From an optimization exercise on the open Yosys and OpenROAD flow, aimed at small area; shortcuts taken in it are not production practice. In this exercise RTL edits were held to simulation tests only and were not proved equivalent to the original. Power figures rest on the tool's default switching activity, not on a simulated workload.

File: flow/run.sh
#!/bin/bash
# synth_recipe.tcl (not shown) runs the flow's synth.tcl, then flattens the netlist and writes it again
# the make line also repeats each setting of config.mk as NAME=value (left out here)
make -C /OpenROAD-flow-scripts/flow DESIGN_CONFIG=/design/flow/config.mk WORK_HOME=/design/flow/orfs CLKGATE_MAP_FILE= SYNTH_SCRIPT=/design/flow/synth_recipe.tcl finish
File: flow/config.mk
export PLATFORM = sky130hd
export DESIGN_NAME = processor
export DESIGN_NICKNAME = processor
export VERILOG_FILES = /design/flow/design.v
export SDC_FILE = /design/flow/constraint.sdc
export NUM_CORES = 4
export LEC_CHECK = 0
export CAP_MARGIN = 20
export CORE_MARGIN = 2
export CORE_UTILIZATION = 40
export SLEW_MARGIN = 20
File: flow/constraint.sdc
create_clock -name core_clock -period 14.0 [get_ports {clk}]
set_input_delay 2.8000 -clock core_clock [delete_from_list [all_inputs] [get_ports {clk}]]
set_output_delay 2.8000 -clock core_clock [all_outputs]
set_load 0.01 [all_outputs]
File: flow/design.v
`timescale 1ns / 1ps
module Controller (
    input [6:0] Opcode, 
    output reg ALUSrc, MemtoReg, RegWrite, MemRead, MemWrite,
    output reg [1:0] ALUOp
);
    always @ (*) begin      
        case (Opcode) 
            7'b0110011: begin        
                ALUSrc = 1'b0;
                MemtoReg = 1'b0;
                RegWrite = 1'b1;
                MemRead = 1'b0;
                MemWrite = 1'b0;
                ALUOp = 2'b10;
            end
            7'b0010011: begin        
                ALUSrc = 1'b1;
                MemtoReg = 1'b0;
                RegWrite = 1'b1;
                MemRead = 1'b0;
                MemWrite = 1'b0;
                ALUOp = 2'b10;
            end
            7'b0000011: begin        
                ALUSrc = 1'b1;
                MemtoReg = 1'b1;
                RegWrite = 1'b1;
                MemRead = 1'b1;
                MemWrite = 1'b0;
                ALUOp = 2'b00;
            end
            7'b0100011: begin        
                ALUSrc = 1'b1;
                MemtoReg = 1'b0;
                RegWrite = 1'b0;
                MemRead = 1'b0;
                MemWrite = 1'b1;
                ALUOp = 2'b01;
            end
            default: begin           
                ALUSrc = 1'b0;
                MemtoReg = 1'b0;
                RegWrite = 1'b0;
                MemRead = 1'b0;
                MemWrite = 1'b0;
                ALUOp = 2'b00;
            end
        endcase    
    end
endmodule    
`timescale 1ns / 1ps
module ALUController (
    input [1:0] ALUOp,
    input [6:0] Funct7,
    input [2:0] Funct3,
    output reg [3:0] Operation
);
    always @(*) begin
        case (ALUOp)
            2'b00: begin                                                                 
                case (Funct3)
                    3'b000: Operation = 4'b0010;                                         
                    3'b010: Operation = 4'b0010;                                         
                    3'b100: Operation = 4'b1100;                                         
                    3'b110: Operation = 4'b0001;                                         
                    3'b111: Operation = 4'b0000;                                         
                    default: Operation = 4'b0000;
                endcase
            end
            2'b01: Operation = 4'b0010;                                                  
            2'b10: begin                                                                 
                case (Funct3)
                    3'b000: Operation = (Funct7 == 7'b0100000) ? 4'b0110 : 4'b0010;      
                    3'b010: Operation = 4'b0111;                                         
                    3'b100: Operation = 4'b1100;                                         
                    3'b110: Operation = 4'b0001;                                         
                    3'b111: Operation = 4'b0000;                                         
                    default: Operation = 4'b0000;
                endcase
            end
            default: Operation = 4'b0000;
        endcase
    end
endmodule            
`timescale 1ns / 1ps
module alu_32(
    input wire [31:0] A_in, B_in,
    input wire [3:0] ALU_Sel,
    output reg [31:0] ALU_Out,
    output reg Carry_Out, Overflow,
    output wire Zero 
);
    reg [32:0] Temp;
    assign Zero = (ALU_Out == 32'h00000000);
    always @ (*)
    begin        
        ALU_Out = 32'b0;
        Temp = 33'b0;
        Carry_Out = 1'b0;
        Overflow = 1'b0;
        case(ALU_Sel)
            4'b0000:     
                begin
                    ALU_Out = A_in & B_in;
                end            
            4'b0001:     
                begin
                    ALU_Out = A_in | B_in;
                end
            4'b0010:     
                begin
                    ALU_Out = $signed(A_in) + $signed(B_in);
                    Temp = A_in + B_in;
                    Carry_Out = Temp[32];
                    Overflow = (~A_in[31] & ~B_in[31] & ALU_Out[31]) | (A_in[31] & B_in[31] & ~ALU_Out[31]);
                end
            4'b0110:     
                begin
                    ALU_Out = $signed(A_in) - $signed(B_in);
                    Overflow = (~A_in[31] & B_in[31] & ALU_Out[31]) | (A_in[31] & ~B_in[31] & ~ALU_Out[31]);
                end
            4'b0111:     
                begin
                    ALU_Out = ($signed(A_in) < $signed(B_in)) ? 32'h00000001 : 32'h00000000;
                end
            4'b1100:     
                begin
                    ALU_Out = ~(A_in | B_in);
                end
            4'b1111:     
                begin
                    ALU_Out = (A_in == B_in) ? 32'h00000001 : 32'h00000000;
                end
            default:     
                begin
                    ALU_Out = $signed(A_in) + $signed(B_in);
                    Temp = A_in + B_in;
                    Carry_Out = Temp[32];
                    Overflow = (~A_in[31] & ~B_in[31] & ALU_Out[31]) | (A_in[31] & B_in[31] & ~ALU_Out[31]);
                end
        endcase
    end
endmodule    
`timescale 1ns / 1ps
module RegFile(
    input clk, reset, rg_wrt_en,
    input [4:0] rg_rd_addr1, rg_rd_addr2, rg_wrt_addr,
    input [31:0] rg_wrt_data,
    output wire [31:0] rg_rd_data1, rg_rd_data2 
    );
    reg [31:0] register_file [31:0];
    integer i;
    always @ (posedge reset or posedge clk) begin
        if (reset) begin
            for (i = 0; i < 32; i = i + 1) begin
                register_file[i] <= 32'h00000000;
            end
        end
        else if (rg_wrt_en) begin
            register_file[rg_wrt_addr] <= rg_wrt_data;
        end
    end
    assign rg_rd_data1 = register_file[rg_rd_addr1];
    assign rg_rd_data2 = register_file[rg_rd_addr2];
endmodule  
`timescale 1ns / 1ps
module FlipFlop(input clk, reset, input [7:0] d, output reg [7:0] q);
    always @ (posedge clk)
        begin
            if (reset)
                q <= 8'b0000000;
            else 
                q <= d;
        end
endmodule    
`timescale 1ns / 1ps
module ImmGen(InstCode, ImmOut);
input [31:0] InstCode;
output reg [31:0] ImmOut;
always @ (InstCode)
    begin
        case (InstCode[6:0])
            7'b0000011:
                ImmOut = {InstCode[31] ? {20{1'b1}} : 20'b0, InstCode[31:20]};
            7'b0010011:
                ImmOut = {InstCode[31] ? {20{1'b1}} : 20'b0, InstCode[31:20]};
            7'b0100011:
                ImmOut = {InstCode[31] ? {20{1'b1}} : 20'b0, InstCode[31:25], InstCode[11:7]};
            7'b0010111:
                ImmOut = {InstCode[31:12], 12'b0};
            default:
                ImmOut = {32'b0};
        endcase
    end
endmodule
`timescale 1ns / 1ps
module MUX21 (
    input  S,
    input [31:0] D1, D2,
    output [31:0] Y
);
    assign Y = S ? D2 : D1;
endmodule 
`timescale 1ns / 1ps
module data_path #(
    parameter PC_W = 8,        
    parameter INS_W = 32,      
    parameter RF_ADDRESS = 5,  
    parameter DATA_W = 32,     
    parameter DM_ADDRESS = 9,  
    parameter ALU_CC_W = 4     
)(
    input                  clk ,         
    input                  reset,        
    input                  reg_write,    
    input                  mem2reg,      
    input                  alu_src,      
    input                  mem_write,    
    input                  mem_read,     
    input  [ALU_CC_W-1:0]  alu_cc,       
    output          [6:0]  opcode,       
    output          [6:0]  funct7,       
    output          [2:0]  funct3,       
    output   [DATA_W-1:0]  alu_result,   
    output     [PC_W-1:0]  pc_out,       
    input     [INS_W-1:0]  instruction,  
    output   [DATA_W-1:0]  dm_wdata,     
    input    [DATA_W-1:0]  dm_rdata      
);
    wire carry_out, overflow, zero;
    wire [RF_ADDRESS-1:0] rd_rg_wrt_wire, rd_rg_addr_wire1, rd_rg_addr_wire2;        
    wire [PC_W-1:0] pc, pc_plus4;                                                    
    wire [DATA_W-1:0] reg1, reg2, ext_imm, src_b;                                    
    wire [DATA_W-1:0] datamem_read, writeback_data;                                  
    assign opcode = instruction[6:0];
    assign funct3 = instruction[14:12];
    assign funct7 = instruction[31:25];
    assign rd_rg_wrt_wire = instruction[11:7];
    assign rd_rg_addr_wire1 = instruction[19:15];
    assign rd_rg_addr_wire2 = instruction[24:20];
    assign pc_plus4 = pc + 4;         
    FlipFlop PC_Reg (
        .clk(clk),           
        .reset(reset),       
        .d(pc_plus4),         
        .q(pc)               
    );    
    assign pc_out = pc;
    RegFile reg_file (
        .clk(clk),                               
        .reset(reset),                           
        .rg_wrt_en(reg_write),                   
        .rg_rd_addr1(rd_rg_addr_wire1),          
        .rg_rd_addr2(rd_rg_addr_wire2),          
        .rg_wrt_addr(rd_rg_wrt_wire),            
        .rg_wrt_data(writeback_data),            
        .rg_rd_data1(reg1),                      
        .rg_rd_data2(reg2)                       
    );
    ImmGen imm_gen (
        .InstCode(instruction),          
        .ImmOut(ext_imm)                  
    );
    MUX21 alu_src_mux (
        .S(alu_src),                 
        .D1(reg2),                   
        .D2(ext_imm),                 
        .Y(src_b)                     
    );
    alu_32 alu (
        .A_in(reg1),                 
        .B_in(src_b),                 
        .ALU_Sel(alu_cc),            
        .ALU_Out(alu_result),        
        .Carry_Out(carry_out),       
        .Overflow(overflow),         
        .Zero(zero)                  
    );
    assign dm_wdata = reg2;
    assign datamem_read = dm_rdata;
    MUX21 mem2reg_mux (
        .S(mem2reg),                         
        .D1(alu_result),                     
        .D2(datamem_read),                   
        .Y(writeback_data)                   
    );
endmodule
`timescale 1ns / 1ps
module processor (
    input clk, reset,
    output [31:0] Result,        
    output [7:0] pc,             
    input [31:0] instruction,    
    output mem_read,             
    output mem_write,            
    output [31:0] mem_wdata,     
    input [31:0] mem_rdata       
);
    wire alu_src, mem2reg, reg_write;       
    wire [6:0] funct7, opcode;                                   
    wire [2:0] funct3;                                           
    wire [3:0] operation;                                        
    wire [1:0] alu_op;                                           
    wire [31:0] datapath_result;                                 
    assign Result = datapath_result;
    Controller controller (
        .Opcode(opcode),                     
        .ALUSrc(alu_src),                    
        .MemtoReg(mem2reg),                  
        .RegWrite(reg_write),                
        .MemRead(mem_read),                  
        .MemWrite(mem_write),                
        .ALUOp(alu_op)                       
    );
    ALUController alu_controller (
        .ALUOp(alu_op),              
        .Funct7(funct7),             
        .Funct3(funct3),             
        .Operation(operation)        
    );
    data_path datapath (
        .clk(clk),                           
        .reset(reset),                       
        .reg_write(reg_write),               
        .mem2reg(mem2reg),                   
        .alu_src(alu_src),                   
        .mem_write(mem_write),               
        .mem_read(mem_read),                 
        .alu_cc(operation),                  
        .opcode(opcode),                     
        .funct7(funct7),                     
        .funct3(funct3),                     
        .alu_result(datapath_result),        
        .pc_out(pc),                         
        .instruction(instruction),           
        .dm_wdata(mem_wdata),                
        .dm_rdata(mem_rdata)                 
    );
endmodule    
==> Implementation_results.wiki <==
{| class="wikitable"
! Metric !! Value
|-
| Run status || timing/DRC/antenna clean
|-
| NumNets Final || 6497
|-
| Maximum number of pins on one net before global-route repair || 167
|-
| Time the final worst path needs with I/O delays and setup || 13.66 ns
|-
| Final count of hold timing violations || 0
|-
| Placed Cells incl. Taps || 8119
|-
| Number of buffers on the longest clock path || 3
|-
| Final HPWL DP || 195.9 mm
|-
| Detail Route Antenna Nets || 0
|-
| Number of search-and-repair iterations in the first detailed-routing pass || 11
|-
| Worst max-slew margin expressed relative to the limit || 8.630%
|-
| Starting utilization of the core area || 40.13%
|-
| Type of the setup path with the least slack || in -> out
|-
| Number of sinks driven by the clock tree || 1030
|-
| Die outline height || 382.9 um
|-
| Area post-placement || 61760 sq um
|-
| Worst vdd rail ir drop || 0.1077 mV
|-
| CP endpoint kind || output port
|-
| Clock transition at the register clock pins on the worst setup and hold paths after CTS || 0.05 ns
|-
| Synth area leader || dfrtp_1
|-
| Via count of the first global-routing pass || 55030
|-
| Hold_ws || 0.4618 ns
|-
| Fill cell count || 13690
|-
| Die area || 146600 sq um
|-
| Post-Syn Area per Cell || 8.986 sq um
|-
| Flip-flop cell with the highest count after synthesis || dfrtp_1
|-
| Cell area after synthesis || 57440 sq um
|-
| Required @ worst endpoint || 11.20 ns
|-
| Static Leakage || 30.26 nW
|-
| Internal reg-to-reg setup slack || 7.89 ns
|-
| End of the worst hold path || datapath.PC_Reg.q[2]
|-
| Count of cells along the worst hold path || 1
|-
| Worst Slack Setup Final || 0.3417 ns
|-
| Yosys warning total || 7
|-
| Std-Cell Rows || 139
|-
| Number of max-cap violations || 0
|-
| Gr ovfl total || 0
|-
| CP startpoint || instruction[20]
|-
| Launch point of the worst reg-to-reg path || datapath.reg_file.register_file[12][24]
|-
| Number of enable-type register cells in the synthesized netlist || 0
|-
| Clock tree from TritonCTS || done
|-
| Die width || 382.9 um
|-
| Count of unresolved DRC violations after routing || 0
|-
| Number of antenna violations at the first check in global routing || 15
|-
| Maximum fanout encountered on the critical timing path || 18
|-
| Post-CTS setup-driven buffer insertion count || 0
|-
| R2r endpoint || datapath.reg_file.register_file[13][31]
|-
| Global placement routability congestion || 1.024
|-
| Final core area utilization || 46.14%
|-
| CP arrival || 10.86 ns
|-
| Wire length of the first global-routing pass || 431.6 mm
|-
| Power per unit of standard cell area || 104.7 nW/um^2
|-
| Distinct cell type count after synthesis || 111
|-
| Overall routed net length || 310.9 mm
|-
| Vias per cell || 6.991
|-
| Startpoint class of the critical path || input port
|-
| Count of cells resized by post-cts repair || 0
|-
| Worst Min Path Start || datapath.PC_Reg.q[2]
|-
| Final setup fails || 0
|-
| Sum Neg Setup Slack || 0 ns
|-
| Max Freq || 73.22 MHz
|-
| Number of instances in the synthesized netlist || 6392
|-
| Path type of the worst min-delay path || reg -> reg
|-
| Vias after detailed routing || 58410
|-
| Signed area change from the synthesized netlist to the final layout || 14.97%
|-
| Register cell area after layout || 25740 sq um
|-
| Clock latency on the worst-skew pair || 0.78 ns
|-
| H-tree level count || 3
|-
| Gr usage total || 41.51%
|-
| Share of the clock period used by the worst path after layout || 97.56%
|-
| I/O pins || 140
|-
| Non-filler instance count after layout || 8354
|-
| Area fraction of the dominant cell type after synthesis || 44.61%
|-
| Final setup skew || 0.07529 ns
|-
| Slew at the pin closest to its max-slew limit || 1.352 ns
|-
| Final Max Tran Viols || 0
|-
| Depth of the worst register-to-register path || 23
|-
| Number of buffers added on ports || 137
|-
| Number of buffers inserted for hold repair after clock tree synthesis || 0
|-
| CTS Buf Count || 113
|-
| Routed wire length per instance || 37.21 um
|-
| Sequential fraction of the synthesis area || 44.82%
|-
| Fraction of final layout cells sized beyond drive strength 1 || 14.76%
|-
| Largest cells by area after synthesis || dfrtp_1 (45%), a22oi_1 (10%), nand2_1 (8.1%)
|-
| Power consumption || 6.917 mW
|-
| Pre-CTS setup slack || 0.7627 ns
|-
| Unrepaired setup endpoints after global routing || no
|-
| Flops & latches, synth || 1030
|-
| Placeable core region || 143100 sq um
|-
| Async S/R FF share, synth || 99.42%
|-
| Cell at the root of the clock tree || clkbuf_16
|-
| Post-layout instance area || 66030 sq um
|-
| Multi-input gate area || 29900 sq um
|-
| First DRT Iteration DRCs || 10580
|}
synthesized netlist by cell type, drive strengths merged (73+ instances only):
master,instances
ha,88
dfrtp,1024
nor2,214
a21oi,180
a22oi,795
nor4,91
buf,108
mux2,299
clkbuf,456
and3,84
nand3,128
o21ai,737
o31ai,73
inv,100
nand2,1240
flip-flops by register name, summed over array words and instances (netlist names):
| register | flops |
|---|---|
| datapath.reg_file.register_file | 1024 |
| datapath.PC_Reg.q | 6 |
layout by cell type (no fill, tap or decap), types with 19 or more instances in the layout:
master           synthesis  routed
ha_1                    88      88
nand3_1                128     124
nand2_4                  0      26
a22oi_1                795     795
clkbuf_16                0     114
o21ai_1                 75      75
and3_1                  84      84
o31ai_1                 72      70
clkinv_2                 0      20
o21a_1                  36      36
o21bai_1                28      28
nand3b_1                22      22
nor2_4                   0      63
a2111oi_0               22      22
mux2i_1                 45      35
nor3_1                  68      67
a221oi_1                50      50
inv_1                   99      98
nor2b_1                 32      31
clkdlybuf4s50_1          0     136
o21ai_0                650     649
nor4_1                  90      89
nand4_1                 44      44
xor2_1                  37      37
a22o_1                  34      34
or2_2                   19      19
nand2b_1                27      27
a21oi_1                177     174
nand2_1               1240    1212
mux2_2                 298     298
clkbuf_8                 0      23
buf_4                    8     241
nor2_1                 206     148
dfrtp_1               1024    1024
clkbuf_1               446      26
metal layers:
metal / track usage [%] / vias to the layer above / routed length (um)
li1: - / 23300 / -
met1: 52.92 / 28440 / 114900
met2: 57.74 / 5093 / 123600
met3: 18.11 / 1542 / 47930
met4: 24.49 / 28 / 24090
met5: 1.455 / - / 372
final cells by class:
cell class / instances / share of cell area (%)
Tap cell: 1903 / 3.606
Clock buffer: 163 / 4.947
Clock inverter: 49 / 1.103
Sequential cell: 1030 / 38.99
Multi-Input combinational cell: 4698 / 45.28
Antenna cell: 13 / 0.04926
Timing Repair Buffer: 397 / 5.453
Inverter: 101 / 0.5798
worst max-delay path: stages:
cell	delay [ns]
clkdlybuf4s50_1	1.05
nand3_1	0.58
nor2_4	1.18
a22oi_1	0.15
nand2_1	0.15
nor4_1	0.08
a21oi_1	0.50
nor2b_1	0.09
o21ai_0	0.18
o221ai_1	0.31
fa_1	0.60
a21oi_1	0.15
nor4b_1	0.22
and3_1	0.19
nor4_1	0.09
o211ai_1	0.23
o211ai_2	0.22
a211oi_1	0.69
nor2_1	0.13
a2111o_1	0.45
or2_2	0.30
clkdlybuf4s50_1	0.48
worst max path at each step:
stage | endpoint | slack [ns] | cells past startpoint
floorplan | datapath.reg_file.register_file[0][0] | -2.91 | 1
global placement | Result[16] | 0.90 | 21
detailed placement | Result[16] | 0.76 | 22
CTS | Result[16] | 0.74 | 22
global route | Result[16] | 0.18 | 22
finish | Result[16] | 0.34 | 22
report_power, final:
group	internal [mW]	switching, mW	total, mW
Clock	1.90	1.35	3.25
Sequential	3.01	0.0316	3.04
Combinational	0.157	0.471	0.628
Total	5.07	1.85	6.92
cell families after synthesis:
logic type               Yosys count  synth area share, %
adder cells (fa/ha/maj)           90                1.987
buffers and inverters            665                4.679
other                              1             0.006529
AND/OR/NAND/NOR                 2059                16.06
multiplexers                     345                6.692
XOR/XNOR                          46               0.7014
flip-flops                      1030                44.82
AO/OA/AOI/OAI                   2156                25.05

==> static timing again, ports no longer ideal <==
Ports are ideal in the flow. The routed layout listed here was re-timed in OpenROAD.
Step 1: set_driving_cell puts a clkbuf_16 on clk and a buf_2 on each other input, an assumption about the parent block.
Step 2 also shifts input and output timing later by t, the mid clock arrival at the registers, as if the neighbouring blocks saw the same clock.
Slacks: ideal ports / drivers / drivers and shift; pairs: ideal ports / drivers.
shift t [ns]: 0.818
setup slack, ns: 0.342 / 0.313 / 0.313
hold WS [ns]: 0.462 / 0.462 / 0.462
After both steps this run still meets setup and hold. The setup slack of this run moves by -0.029 ns with the drivers and by -0.029 ns with both steps.
